What follows belongs to an exercise in optimizing a design on an open flow for small area, a short achievable clock period and few clock cycles per item; a production flow would make more cautious choices. No activity file was given, so power comes from the tool's default toggle rates.

==> inputs of run C <==
==> flow/design.v <==
`timescale 1ns/1ps
`default_nettype none
module multiplier #(parameter WIDTH = 64) (
    input  wire [WIDTH:0]   s_in,
    input  wire [WIDTH:0]   c_in,
    input  wire             e_in,
    input  wire [1:0]       a_in,
    input  wire [WIDTH-1:0] b_in,
    input  wire [WIDTH-1:0] n_in,
    input  wire             n1_in,    
    input  wire             iter,     
    input  wire             sub,      
    output logic [WIDTH:0]   s_out,
    output logic [WIDTH:0]   c_out,
    output logic            e_out
    );
    localparam TW = WIDTH + 3;
    logic [TW-1:0] s, c, r1, r2, r3, r4;
    logic [TW-1:0] s1, c1, s2, c2, s3, c3, s4, c4;
    logic [1:0] t, q;
    assign s  = {2'b00, s_in};
    assign c  = {2'b00, c_in};
    assign r1 = a_in[0] ? {3'b000, b_in} : {TW{1'b0}};
    assign r2 = a_in[1] ? {2'b00, b_in, 1'b0} : {TW{1'b0}};
    assign t = s_in[1:0] + c_in[1:0] + {1'b0, e_in} + r1[1:0] + r2[1:0];
    assign q = {iter & (t[1] ^ (t[0] & ~n1_in)), iter & t[0]};
    assign r3 = {{3{sub}}, (n_in & {WIDTH{q[0]}}) | (~n_in & {WIDTH{sub}})};
    assign r4 = q[1] ? {2'b00, n_in, 1'b0} : {TW{1'b0}};
    assign s1 = s ^ c ^ r1;
    assign c1 = {(s[TW-2:0] & c[TW-2:0]) | (s[TW-2:0] & r1[TW-2:0]) | (c[TW-2:0] & r1[TW-2:0]), e_in};
    assign s2 = s1 ^ c1 ^ r2;
    assign c2 = {(s1[TW-2:0] & c1[TW-2:0]) | (s1[TW-2:0] & r2[TW-2:0]) | (c1[TW-2:0] & r2[TW-2:0]), sub};
    assign s3 = s2 ^ c2 ^ r3;
    assign c3 = {(s2[TW-2:0] & c2[TW-2:0]) | (s2[TW-2:0] & r3[TW-2:0]) | (c2[TW-2:0] & r3[TW-2:0]), 1'b0};
    assign s4 = s3 ^ c3 ^ r4;
    assign c4 = {(s3[TW-2:0] & c3[TW-2:0]) | (s3[TW-2:0] & r4[TW-2:0]) | (c3[TW-2:0] & r4[TW-2:0]), 1'b0};
    always_comb begin
        if (iter) begin
            s_out = s4[TW-1:2];
            c_out = c4[TW-1:2];
            e_out = s4[1] & c4[1];
        end else begin
            s_out = s4[WIDTH:0];
            c_out = c4[WIDTH:0];
            e_out = 1'b0;
        end
    end
endmodule
`default_nettype wire
`timescale 1ns/1ps
`default_nettype none
module mont_reduction (
    input  wire [7:0]  x,
    output logic [2:0] pos
    );
    always_comb begin
        pos = 3'd0;
        for (int i = 0; i < 8; i++)
            if (x[i]) pos = i[2:0];
    end
endmodule
`default_nettype wire
`timescale 1ns/1ps
`default_nettype none
module mod_exponent #(parameter WIDTH = 64) (
    input wire clk_in,
    input wire rst_in,
    input wire [WIDTH-1:0] base,
    input wire [WIDTH-1:0] exponent,
    input wire [WIDTH-1:0] modulo,
    input wire [WIDTH-1:0] inv_modulo,
    input wire [WIDTH:0] R,
    input wire [WIDTH-1:0] start_product,
    input wire valid_in,
    input wire ready_in,
    output logic [WIDTH-1:0] c_out,
    output logic valid_out,
    output logic busy_out
    );
    localparam ST_IDLE = 3'd0, ST_SCAN = 3'd1, ST_ITER = 3'd2, ST_SETTLE = 3'd3,
               ST_FIX = 3'd4, ST_DONE = 3'd5, ST_SUB = 3'd6;
    localparam OP_SQ = 2'd0, OP_MUL = 2'd1, OP_CONV = 2'd2;
    logic [2:0] state, state_n;
    logic [1:0] op, op_n;
    logic [WIDTH-1:0] acc;
    logic n1_r;                  
    logic [7:0] bgrp;            
    logic [WIDTH:0] s_r, c_r;
    logic e_r;
    logic [1:0] a_r;
    logic [4:0] cnt;
    logic [6:0] idx, idx_n;      
    logic [7:0] grp;             
    logic scan_wait;             
    logic iter_r, sub_r;         
    logic subbed;                
    logic [WIDTH:0] s_nx, c_nx;
    logic e_nx;
    multiplier #(.WIDTH(WIDTH)) step (
        .s_in(s_r), .c_in(c_r), .e_in(e_r), .a_in(a_r), .b_in(acc), .n_in(modulo),
        .n1_in(n1_r), .iter(iter_r), .sub(sub_r),
        .s_out(s_nx), .c_out(c_nx), .e_out(e_nx));
    logic [2:0] top_pos;
    mont_reduction lead (.x(grp), .pos(top_pos));
    assign c_out = acc;
    wire settled = (c_r == '0) && !e_r;
    wire ebit = grp[idx[2:0]];
    wire need_sub = s_r[WIDTH];
    wire [4:0] cnt1 = cnt + 5'd1;
    wire [4:0] cnt2 = cnt + 5'd2;
    logic ld_acc, ld_base, clr, set_one;
    logic [1:0] a_n;
    always_comb begin
        state_n = state;
        op_n = op;
        idx_n = idx;
        ld_acc = 1'b0;       
        ld_base = 1'b0;      
        clr = 1'b0;          
        set_one = 1'b0;      
        a_n = 2'b00;
        case (op)
            OP_SQ:   a_n = acc[{cnt1, 1'b0} +: 2];
            OP_MUL:  a_n = bgrp[{cnt1[1:0], 1'b0} +: 2];
            default: a_n = 2'b00;
        endcase
        if (state != ST_ITER || cnt == 5'd31) a_n = 2'b00;
        case (state)
            ST_IDLE: begin
                idx_n = 7'd63;
                if (valid_in) state_n = ST_SCAN;
            end
            ST_SCAN: begin
                ld_base = 1'b1;
                clr = 1'b1;
                if (scan_wait) begin
                end else if (grp != 8'd0) begin
                    idx_n = {1'b0, idx[5:3], top_pos} - 7'd1;
                    state_n = ST_ITER;
                    if (idx[5:3] == 3'd0 && top_pos == 3'd0) begin
                        op_n = OP_CONV;
                        a_n = 2'b01;
                    end else begin
                        op_n = OP_SQ;
                        a_n = base[1:0];
                    end
                end else if (idx[5:3] == 3'd0) begin
                    op_n = OP_CONV;
                    set_one = 1'b1;
                    state_n = ST_SETTLE;
                end else begin
                    idx_n = idx - 7'd8;
                end
            end
            ST_ITER: begin
                if (cnt == 5'd31) state_n = ST_SETTLE;
            end
            ST_SETTLE: begin
                if (settled && need_sub) begin
                    state_n = ST_SUB;
                end else if (!settled && !subbed && (s_r[WIDTH] || c_r[WIDTH])) begin
                    state_n = ST_SUB;
                end else if (settled) begin
                    ld_acc = 1'b1;
                    if (op == OP_CONV) begin
                        state_n = ST_SUB;
                    end else begin
                        clr = 1'b1;
                        state_n = ST_ITER;
                        if (op == OP_SQ && ebit) begin
                            op_n = OP_MUL;
                            a_n = bgrp[1:0];
                        end else if (idx[5:0] == 6'd0) begin
                            op_n = OP_CONV;
                            a_n = 2'b01;
                        end else begin
                            idx_n = idx - 7'd1;
                            op_n = OP_SQ;
                            a_n = s_r[1:0];
                        end
                    end
                end
            end
            ST_SUB: state_n = (op == OP_CONV) ? ST_FIX : ST_SETTLE;
            ST_FIX: begin
                if (settled) begin
                    ld_acc = !s_r[WIDTH];
                    state_n = ST_DONE;
                end
            end
            ST_DONE: if (ready_in) state_n = ST_IDLE;
            default: state_n = ST_IDLE;
        endcase
        if (rst_in) state_n = ST_IDLE;
    end
    always_ff @(posedge clk_in) begin
        n1_r <= modulo[1];
        bgrp <= base[{(state == ST_ITER) ? cnt2[4:2] : 3'd0, 3'b000} +: 8];
        grp <= exponent[{idx[5:3], 3'b000} +: 8];
        scan_wait <= (state == ST_IDLE) || ((state == ST_SCAN) && !scan_wait);
        idx <= idx_n;
        state <= state_n;
        op <= op_n;
        iter_r <= state_n == ST_ITER;
        sub_r <= state_n == ST_SUB;
        if (state == ST_SUB) subbed <= 1'b1;
        else if (state == ST_ITER) subbed <= 1'b0;
        a_r <= a_n;
        cnt <= (state == ST_ITER) ? cnt1 : 5'd0;
        if (clr || set_one) begin
            s_r <= {{WIDTH{1'b0}}, set_one};
            c_r <= '0;
            e_r <= 1'b0;
        end else begin
            s_r <= s_nx;
            c_r <= c_nx;
            e_r <= e_nx;
        end
        if (ld_base) acc <= base;
        else if (ld_acc) acc <= s_r[WIDTH-1:0];
        if (rst_in) begin
            busy_out <= 1'b0;
            valid_out <= 1'b0;
        end else begin
            if (state == ST_IDLE && valid_in) busy_out <= 1'b1;
            if (state == ST_FIX && settled) begin
                busy_out <= 1'b0;
                valid_out <= 1'b1;
            end
            if (state == ST_DONE && ready_in) valid_out <= 1'b0;
        end
    end
endmodule
`default_nettype wire
==> flow/flow/run.sh <==
#!/bin/bash
# Standard layout, with timing repair aiming well below the clock period so
# the resizer works on the paths that set the achieved period, and small
# port buffers (every port still gets one).
set -euo pipefail
export SETUP_SLACK_MARGIN=6.7
export BUFFER_PORTS_ARGS="-buffer_cell sky130_fd_sc_hd__buf_1"
bash standard.sh > standard.log 2>&1
==> flow/standard.sh <==
#!/bin/bash
# synth_recipe.tcl (not shown) runs the flow's synth.tcl, then flattens the netlist and writes it again
# the make line also repeats each setting of config.mk as NAME=value (left out here)
make -C /OpenROAD-flow-scripts/flow DESIGN_CONFIG=/design/flow/config.mk WORK_HOME=/design/flow/orfs CLKGATE_MAP_FILE= SYNTH_SCRIPT=/design/flow/synth_recipe.tcl "${@:-finish}"
==> flow/config.mk <==
export PLATFORM = sky130hd
export DESIGN_NAME = mod_exponent
export DESIGN_NICKNAME = mod_exponent
export VERILOG_FILES = /design/flow/design.v
export SDC_FILE = /design/flow/constraint.sdc
export NUM_CORES = 4
export LEC_CHECK = 0
export CAP_MARGIN = 20
export CORE_MARGIN = 2
export CORE_UTILIZATION = 55
export CTS_BUF_LIST = sky130_fd_sc_hd__clkbuf_16
export CTS_CLUSTER_DIAMETER = 60
export CTS_CLUSTER_SIZE = 22
export PLACE_DENSITY = 0.65
export SLEW_MARGIN = 20
==> flow/constraint.sdc <==
create_clock -name core_clock -period 10.0 [get_ports {clk_in}]
set_input_delay 2.0000 -clock core_clock [delete_from_list [all_inputs] [get_ports {clk_in}]]
set_output_delay 2.0000 -clock core_clock [all_outputs]
set_load 0.01 [all_outputs]
==> inputs of run R, as changes to run C <==
==> flow/design.v, changed modules only <==
module multiplier #(parameter WIDTH = 64) (
    input  wire [WIDTH+1:0] s_in,
    input  wire [WIDTH+1:0] c_in,
    input  wire             e_in,
    input  wire [1:0]       a_in,
    input  wire [WIDTH-1:0] b_in,
    input  wire [WIDTH-1:0] n_in,
    input  wire             n1_in,    
    input  wire             iter,     
    input  wire             sub,      
    output logic [WIDTH+1:0] s_out,
    output logic [WIDTH+1:0] c_out,
    output logic            e_out
    );
    localparam TW = WIDTH + 4;
    logic [TW-1:0] s, c, r1, r2, r3, r4;
    logic [TW-1:0] s1, c1, s2, c2, s3, c3, s4, c4;
    logic [1:0] t, q;
    assign s  = {2'b00, s_in};
    assign c  = {2'b00, c_in};
    assign r1 = a_in[0] ? {4'b0000, b_in} : {TW{1'b0}};
    assign r2 = a_in[1] ? {3'b000, b_in, 1'b0} : {TW{1'b0}};
    assign t = s_in[1:0] + c_in[1:0] + {1'b0, e_in} + r1[1:0] + r2[1:0];
    assign q = {iter & (t[1] ^ (t[0] & ~n1_in)), iter & t[0]};
    assign r3 = {{4{sub}}, (n_in & {WIDTH{q[0]}}) | (~n_in & {WIDTH{sub}})};
    assign r4 = q[1] ? {3'b000, n_in, 1'b0} : {TW{1'b0}};
    assign s1 = s ^ c ^ r1;
    assign c1 = {(s[TW-2:0] & c[TW-2:0]) | (s[TW-2:0] & r1[TW-2:0]) | (c[TW-2:0] & r1[TW-2:0]), e_in};
    assign s2 = s1 ^ c1 ^ r2;
    assign c2 = {(s1[TW-2:0] & c1[TW-2:0]) | (s1[TW-2:0] & r2[TW-2:0]) | (c1[TW-2:0] & r2[TW-2:0]), sub};
    assign s3 = s2 ^ c2 ^ r3;
    assign c3 = {(s2[TW-2:0] & c2[TW-2:0]) | (s2[TW-2:0] & r3[TW-2:0]) | (c2[TW-2:0] & r3[TW-2:0]), 1'b0};
    assign s4 = s3 ^ c3 ^ r4;
    assign c4 = {(s3[TW-2:0] & c3[TW-2:0]) | (s3[TW-2:0] & r4[TW-2:0]) | (c3[TW-2:0] & r4[TW-2:0]), 1'b0};
    always_comb begin
        if (iter) begin
            s_out = s4[TW-1:2];
            c_out = c4[TW-1:2];
            e_out = s4[1] & c4[1];
        end else begin
            s_out = s4[WIDTH+1:0];
            c_out = c4[WIDTH+1:0];
            e_out = 1'b0;
        end
    end
endmodule
module mod_exponent #(parameter WIDTH = 64) (
    input wire clk_in,
    input wire rst_in,
    input wire [WIDTH-1:0] base,
    input wire [WIDTH-1:0] exponent,
    input wire [WIDTH-1:0] modulo,
    input wire [WIDTH-1:0] inv_modulo,
    input wire [WIDTH:0] R,
    input wire [WIDTH-1:0] start_product,
    input wire valid_in,
    input wire ready_in,
    output logic [WIDTH-1:0] c_out,
    output logic valid_out,
    output logic busy_out
    );
    localparam ST_IDLE = 3'd0, ST_SCAN = 3'd1, ST_ITER = 3'd2, ST_SETTLE = 3'd3,
               ST_FIX = 3'd4, ST_DONE = 3'd5, ST_SUB = 3'd6;
    localparam OP_SQ = 2'd0, OP_MUL = 2'd1, OP_CONV = 2'd2;
    logic [2:0] state, state_n;
    logic [1:0] op, op_n;
    logic [WIDTH-1:0] acc;
    logic n1_r;                  
    logic [7:0] bgrp;            
    logic [WIDTH+1:0] s_r, c_r;
    logic e_r;
    logic [1:0] a_r;
    logic [4:0] cnt;
    logic [6:0] idx, idx_n;      
    logic [7:0] grp;             
    logic iter_r, sub_r;         
    logic [WIDTH+1:0] s_nx, c_nx;
    logic e_nx;
    multiplier #(.WIDTH(WIDTH)) step (
        .s_in(s_r), .c_in(c_r), .e_in(e_r), .a_in(a_r), .b_in(acc), .n_in(modulo),
        .n1_in(n1_r), .iter(iter_r), .sub(sub_r),
        .s_out(s_nx), .c_out(c_nx), .e_out(e_nx));
    logic [2:0] top_pos;
    mont_reduction lead (.x(grp), .pos(top_pos));
    assign c_out = acc;
    wire settled = (c_r == '0) && !e_r;
    wire ebit = grp[idx[2:0]];
    wire need_sub = s_r[WIDTH];
    wire [4:0] cnt1 = cnt + 5'd1;
    wire [4:0] cnt2 = cnt + 5'd2;
    logic ld_acc, ld_base, clr, set_one;
    logic [1:0] a_n;
    always_comb begin
        state_n = state;
        op_n = op;
        idx_n = idx;
        ld_acc = 1'b0;       
        ld_base = 1'b0;      
        clr = 1'b0;          
        set_one = 1'b0;      
        a_n = 2'b00;
        case (op)
            OP_SQ:   a_n = acc[{cnt1, 1'b0} +: 2];
            OP_MUL:  a_n = bgrp[{cnt1[1:0], 1'b0} +: 2];
            default: a_n = 2'b00;
        endcase
        if (state != ST_ITER || cnt == 5'd31) a_n = 2'b00;
        case (state)
            ST_IDLE: begin
                idx_n = 7'd63;
                if (valid_in) state_n = ST_SCAN;
            end
            ST_SCAN: begin
                ld_base = 1'b1;
                clr = 1'b1;
                if (grp != 8'd0) begin
                    idx_n = {1'b0, idx[5:3], top_pos} - 7'd1;
                    state_n = ST_ITER;
                    if (idx[5:3] == 3'd0 && top_pos == 3'd0) begin
                        op_n = OP_CONV;
                        a_n = 2'b01;
                    end else begin
                        op_n = OP_SQ;
                        a_n = base[1:0];
                    end
                end else if (idx[5:3] == 3'd0) begin
                    op_n = OP_CONV;
                    set_one = 1'b1;
                    state_n = ST_SETTLE;
                end else begin
                    idx_n = idx - 7'd8;
                end
            end
            ST_ITER: begin
                if (cnt == 5'd31) state_n = ST_SETTLE;
            end
            ST_SETTLE: begin
                if (settled && need_sub) begin
                    state_n = ST_SUB;
                end else if (settled) begin
                    ld_acc = 1'b1;
                    if (op == OP_CONV) begin
                        state_n = ST_SUB;
                    end else begin
                        clr = 1'b1;
                        state_n = ST_ITER;
                        if (op == OP_SQ && ebit) begin
                            op_n = OP_MUL;
                            a_n = bgrp[1:0];
                        end else if (idx[5:0] == 6'd0) begin
                            op_n = OP_CONV;
                            a_n = 2'b01;
                        end else begin
                            idx_n = idx - 7'd1;
                            op_n = OP_SQ;
                            a_n = s_r[1:0];
                        end
                    end
                end
            end
            ST_SUB: state_n = (op == OP_CONV) ? ST_FIX : ST_SETTLE;
            ST_FIX: begin
                if (settled) begin
                    ld_acc = !s_r[WIDTH+1];
                    state_n = ST_DONE;
                end
            end
            ST_DONE: if (ready_in) state_n = ST_IDLE;
            default: state_n = ST_IDLE;
        endcase
        if (rst_in) state_n = ST_IDLE;
    end
    always_ff @(posedge clk_in) begin
        n1_r <= modulo[1];
        bgrp <= base[{(state == ST_ITER) ? cnt2[4:2] : 3'd0, 3'b000} +: 8];
        grp <= exponent[{idx_n[5:3], 3'b000} +: 8];
        idx <= idx_n;
        state <= state_n;
        op <= op_n;
        iter_r <= state_n == ST_ITER;
        sub_r <= state_n == ST_SUB;
        a_r <= a_n;
        cnt <= (state == ST_ITER) ? cnt1 : 5'd0;
        if (clr || set_one) begin
            s_r <= {{(WIDTH+1){1'b0}}, set_one};
            c_r <= '0;
            e_r <= 1'b0;
        end else begin
            s_r <= s_nx;
            c_r <= c_nx;
            e_r <= e_nx;
        end
        if (ld_base) acc <= base;
        else if (ld_acc) acc <= s_r[WIDTH-1:0];
        if (rst_in) begin
            busy_out <= 1'b0;
            valid_out <= 1'b0;
        end else begin
            if (state == ST_IDLE && valid_in) busy_out <= 1'b1;
            if (state == ST_FIX && settled) begin
                busy_out <= 1'b0;
                valid_out <= 1'b1;
            end
            if (state == ST_DONE && ready_in) valid_out <= 1'b0;
        end
    end
endmodule
==> flow/flow/run.sh (replaced) <==
#!/bin/bash
# Standard layout, with timing repair aiming well below the clock period so
# the resizer works on the paths that set the achieved period.
set -euo pipefail
export SETUP_SLACK_MARGIN=6.7
bash standard.sh > standard.log 2>&1
- CORE_UTILIZATION: 55 -> 30
- CTS_BUF_LIST: sky130_fd_sc_hd__clkbuf_16 -> default
- CTS_CLUSTER_DIAMETER: 60 -> default
- CTS_CLUSTER_SIZE: 22 -> default
- PLACE_DENSITY: 0.65 -> 0.4
==> inputs of run Z, as changes to run C <==
==> flow/design.v, changed modules only <==
module multiplier #(parameter WIDTH = 64) (
    input  wire [WIDTH+1:0] s_in,
    input  wire [WIDTH+1:0] c_in,
    input  wire             e_in,
    input  wire [1:0]       a_in,
    input  wire [WIDTH-1:0] b_in,
    input  wire [WIDTH-1:0] n_in,
    input  wire             n1_in,    
    input  wire             iter,     
    input  wire             sub,      
    output logic [WIDTH+1:0] s_out,
    output logic [WIDTH+1:0] c_out,
    output logic            e_out
    );
    localparam TW = WIDTH + 4;
    logic [TW-1:0] s, c, r1, r2, r3, r4;
    logic [TW-1:0] s1, c1, s2, c2, s3, c3, s4, c4;
    logic [1:0] t, q;
    assign s  = {2'b00, s_in};
    assign c  = {2'b00, c_in};
    assign r1 = a_in[0] ? {4'b0000, b_in} : {TW{1'b0}};
    assign r2 = a_in[1] ? {3'b000, b_in, 1'b0} : {TW{1'b0}};
    assign t = s_in[1:0] + c_in[1:0] + {1'b0, e_in} + r1[1:0] + r2[1:0];
    assign q = {iter & (t[1] ^ (t[0] & ~n1_in)), iter & t[0]};
    assign r3 = sub  ? {4'b1111, ~n_in} : (q[0] ? {4'b0000, n_in} : {TW{1'b0}});
    assign r4 = q[1] ? {3'b000, n_in, 1'b0} : {TW{1'b0}};
    assign s1 = s ^ c ^ r1;
    assign c1 = {(s[TW-2:0] & c[TW-2:0]) | (s[TW-2:0] & r1[TW-2:0]) | (c[TW-2:0] & r1[TW-2:0]), e_in};
    assign s2 = s1 ^ c1 ^ r2;
    assign c2 = {(s1[TW-2:0] & c1[TW-2:0]) | (s1[TW-2:0] & r2[TW-2:0]) | (c1[TW-2:0] & r2[TW-2:0]), sub};
    assign s3 = s2 ^ c2 ^ r3;
    assign c3 = {(s2[TW-2:0] & c2[TW-2:0]) | (s2[TW-2:0] & r3[TW-2:0]) | (c2[TW-2:0] & r3[TW-2:0]), 1'b0};
    assign s4 = s3 ^ c3 ^ r4;
    assign c4 = {(s3[TW-2:0] & c3[TW-2:0]) | (s3[TW-2:0] & r4[TW-2:0]) | (c3[TW-2:0] & r4[TW-2:0]), 1'b0};
    always_comb begin
        if (iter) begin
            s_out = s4[TW-1:2];
            c_out = c4[TW-1:2];
            e_out = s4[1] & c4[1];
        end else begin
            s_out = s4[WIDTH+1:0];
            c_out = c4[WIDTH+1:0];
            e_out = 1'b0;
        end
    end
endmodule
module mod_exponent #(parameter WIDTH = 64) (
    input wire clk_in,
    input wire rst_in,
    input wire [WIDTH-1:0] base,
    input wire [WIDTH-1:0] exponent,
    input wire [WIDTH-1:0] modulo,
    input wire [WIDTH-1:0] inv_modulo,
    input wire [WIDTH:0] R,
    input wire [WIDTH-1:0] start_product,
    input wire valid_in,
    input wire ready_in,
    output logic [WIDTH-1:0] c_out,
    output logic valid_out,
    output logic busy_out
    );
    localparam ST_IDLE = 3'd0, ST_SCAN = 3'd1, ST_ITER = 3'd2, ST_SETTLE = 3'd3,
               ST_FIX = 3'd4, ST_DONE = 3'd5, ST_SUB = 3'd6;
    localparam OP_SQ = 2'd0, OP_MUL = 2'd1, OP_CONV = 2'd2;
    logic [2:0] state, state_n;
    logic [1:0] op, op_n;
    logic [WIDTH-1:0] acc, n_r;
    logic [7:0] bgrp;            
    logic [WIDTH+1:0] s_r, c_r;
    logic e_r;
    logic [1:0] a_r;
    logic [4:0] cnt;
    logic [6:0] idx, idx_n;      
    logic [7:0] grp;             
    logic iter_r, sub_r;         
    logic [WIDTH+1:0] s_nx, c_nx;
    logic e_nx;
    multiplier #(.WIDTH(WIDTH)) step (
        .s_in(s_r), .c_in(c_r), .e_in(e_r), .a_in(a_r), .b_in(acc), .n_in(n_r),
        .n1_in(n_r[1]), .iter(iter_r), .sub(sub_r),
        .s_out(s_nx), .c_out(c_nx), .e_out(e_nx));
    logic [2:0] top_pos;
    mont_reduction lead (.x(grp), .pos(top_pos));
    assign c_out = acc;
    logic zq, sv;
    wire settled = zq && sv;
    wire ebit = grp[idx[2:0]];
    wire need_sub = s_r[WIDTH];
    wire [4:0] cnt1 = cnt + 5'd1;
    wire [4:0] cnt2 = cnt + 5'd2;
    logic ld_acc, ld_base, clr, set_one;
    logic [1:0] a_n;
    always_comb begin
        state_n = state;
        op_n = op;
        idx_n = idx;
        ld_acc = 1'b0;       
        ld_base = 1'b0;      
        clr = 1'b0;          
        set_one = 1'b0;      
        a_n = 2'b00;
        case (op)
            OP_SQ:   a_n = acc[{cnt1, 1'b0} +: 2];
            OP_MUL:  a_n = bgrp[{cnt1[1:0], 1'b0} +: 2];
            default: a_n = 2'b00;
        endcase
        if (state != ST_ITER || cnt == 5'd31) a_n = 2'b00;
        case (state)
            ST_IDLE: begin
                idx_n = 7'd63;
                if (valid_in) state_n = ST_SCAN;
            end
            ST_SCAN: begin
                ld_base = 1'b1;
                clr = 1'b1;
                if (grp != 8'd0) begin
                    idx_n = {1'b0, idx[5:3], top_pos} - 7'd1;
                    state_n = ST_ITER;
                    if (idx[5:3] == 3'd0 && top_pos == 3'd0) begin
                        op_n = OP_CONV;
                        a_n = 2'b01;
                    end else begin
                        op_n = OP_SQ;
                        a_n = base[1:0];
                    end
                end else if (idx[5:3] == 3'd0) begin
                    op_n = OP_CONV;
                    set_one = 1'b1;
                    state_n = ST_SETTLE;
                end else begin
                    idx_n = idx - 7'd8;
                end
            end
            ST_ITER: begin
                if (cnt == 5'd31) state_n = ST_SETTLE;
            end
            ST_SETTLE: begin
                if (settled && need_sub) begin
                    state_n = ST_SUB;
                end else if (settled) begin
                    ld_acc = 1'b1;
                    if (op == OP_CONV) begin
                        state_n = ST_SUB;
                    end else begin
                        clr = 1'b1;
                        state_n = ST_ITER;
                        if (op == OP_SQ && ebit) begin
                            op_n = OP_MUL;
                            a_n = bgrp[1:0];
                        end else if (idx[5:0] == 6'd0) begin
                            op_n = OP_CONV;
                            a_n = 2'b01;
                        end else begin
                            idx_n = idx - 7'd1;
                            op_n = OP_SQ;
                            a_n = s_r[1:0];
                        end
                    end
                end
            end
            ST_SUB: state_n = (op == OP_CONV) ? ST_FIX : ST_SETTLE;
            ST_FIX: begin
                if (settled) begin
                    ld_acc = !s_r[WIDTH+1];
                    state_n = ST_DONE;
                end
            end
            ST_DONE: if (ready_in) state_n = ST_IDLE;
            default: state_n = ST_IDLE;
        endcase
        if (rst_in) begin
            state_n = ST_IDLE;
            idx_n = 7'd63;
        end
    end
    always_ff @(posedge clk_in) begin
        n_r <= modulo;
        bgrp <= base[{(state == ST_ITER) ? cnt2[4:2] : 3'd0, 3'b000} +: 8];
        grp <= exponent[{idx_n[5:3], 3'b000} +: 8];
        idx <= idx_n;
        state <= state_n;
        op <= op_n;
        iter_r <= state_n == ST_ITER;
        sub_r <= state_n == ST_SUB;
        a_r <= a_n;
        cnt <= (state == ST_ITER) ? cnt1 : 5'd0;
        if (clr || set_one) begin
            s_r <= {{(WIDTH+1){1'b0}}, set_one};
            c_r <= '0;
            e_r <= 1'b0;
        end else begin
            s_r <= s_nx;
            c_r <= c_nx;
            e_r <= e_nx;
        end
        zq <= (c_r == '0) && !e_r;
        sv <= (state == ST_SETTLE || state == ST_FIX) && !settled;
        if (ld_base) acc <= base;
        else if (ld_acc) acc <= s_r[WIDTH-1:0];
        if (rst_in) begin
            busy_out <= 1'b0;
            valid_out <= 1'b0;
        end else begin
            if (state == ST_IDLE && valid_in) busy_out <= 1'b1;
            if (state == ST_FIX && settled) begin
                busy_out <= 1'b0;
                valid_out <= 1'b1;
            end
            if (state == ST_DONE && ready_in) valid_out <= 1'b0;
        end
    end
endmodule
==> flow/run.sh (new file) <==
#!/bin/bash
# synth_recipe.tcl (not shown) runs the flow's synth.tcl, then flattens the netlist and writes it again
# the make line also repeats each setting of config.mk as NAME=value (left out here)
make -C /OpenROAD-flow-scripts/flow DESIGN_CONFIG=/design/flow/config.mk WORK_HOME=/design/flow/orfs CLKGATE_MAP_FILE= SYNTH_SCRIPT=/design/flow/synth_recipe.tcl finish
- CORE_UTILIZATION: 55 -> 30
- CTS_BUF_LIST: sky130_fd_sc_hd__clkbuf_16 -> default
- CTS_CLUSTER_DIAMETER: 60 -> default
- CTS_CLUSTER_SIZE: 22 -> default
- PLACE_DENSITY: 0.65 -> 0.4
- SETUP_SLACK_MARGIN: default -> 5
removed: flow/flow/run.sh
removed: flow/standard.sh
==> Implementation_results.wiki <==
{| class="wikitable"
! Metric !! Value
|-
| DP HPWL || between 50000 and 60000 um
|-
| Antenna diode count || 1
|-
| Postcts setup bufs || 0
|-
| Worst Path Buf+Inv || 2
|-
| Run status || timing/DRC/antenna clean
|-
| Transition time of the tightest slew-check pin || 1.08 ns
|-
| Post-synthesis sequential area ratio || about 32%
|-
| Area fraction in compound gates after synthesis || ~4.7%
|-
| Total CTS buffers || 43
|-
| Leakage power || about 0.011 uW
|-
| Number of instances in the synthesized netlist || between 1500 and 2000
|-
| Post-synth EDFFs || 66
|-
| Area share of the largest cell type after synthesis || roughly 25%
|-
| Chip Height || between 200 and 300 um
|}
Source of the figures above: run Z

==> Implementation_results.wiki <==
{| class="wikitable"
! Metric !! Value
|-
| Post-synth EDFFs || 69
|-
| DP HPWL || 53400 um
|-
| Top_reg_cell synth || sky130_fd_sc_hd__dfxtp_1
|-
| Leakage power || about 0.011 uW
|-
| Post-synthesis sequential area ratio || around 28%
|-
| Area fraction in compound gates after synthesis || just over 6%
|-
| Area share of the largest cell type after synthesis || about a quarter
|-
| Worst Path Buf+Inv || 3
|-
| Antenna diode count || 2
|-
| Sw Ratio || between 40% and 50%
|-
| Run status || timing/DRC/antenna clean
|-
| Postcts setup bufs || 100
|}
Source of the figures above: run R

==> Implementation_results.wiki <==
{| class="wikitable"
! Metric !! Value
|-
| Postcts setup bufs || 4
|-
| Run status || timing/DRC/antenna clean
|-
| Chip Height || approximately 190 um
|-
| Transition time of the tightest slew-check pin || ~1 ns
|-
| Worst Path Buf+Inv || 4
|-
| Post-synthesis sequential area ratio || 28.4%
|-
| Area share of the largest cell type after synthesis || 26.9%
|-
| DP HPWL || ~43000 um
|-
| Total CTS buffers || 22
|-
| Post-synth EDFFs || 72
|-
| Leakage power || roughly 0.0093 uW
|-
| Number of instances in the synthesized netlist || a little under 2000
|}
Source of the figures above: run C

No run of this note included a check of the RTL's function; only the layout flow was run.

-- afterwards: timing with drivers on the ports --
No port has a modelled driver above. Below, the same layouts with a new extraction and two added sets of constraints.
Step 1: set_driving_cell puts a clkbuf_16 on clk_in and a buf_2 on each other input, an assumption about the parent block.
Step 2 moves the port delays by t, midway between the first and last clock arrival at a register: inputs arrive t later, outputs are due t later. That takes back most of the time a late clock gives input paths.
Three values: ideal ports, drivers, drivers and shift; two values: the first two.
run | t, ns | setup WS [ns] | clock arrival spread, ns | cell pins on the clock port's net
run C | 0.587 | 6.677 / 6.646 / 6.171 | 0.016 / 0.015 | 1
run R | 0.596 | 6.635 / 6.612 / 6.101 | 0.024 / 0.024 | 1
run Z | 0.634 | 5.504 / 5.534 / 4.900 | 0.021 / 0.020 | 1
After both steps every run listed still meets setup and hold. For run Z, which loses most, drivers alone change the setup slack by +0.030 ns; drivers and shift together by -0.604 ns.
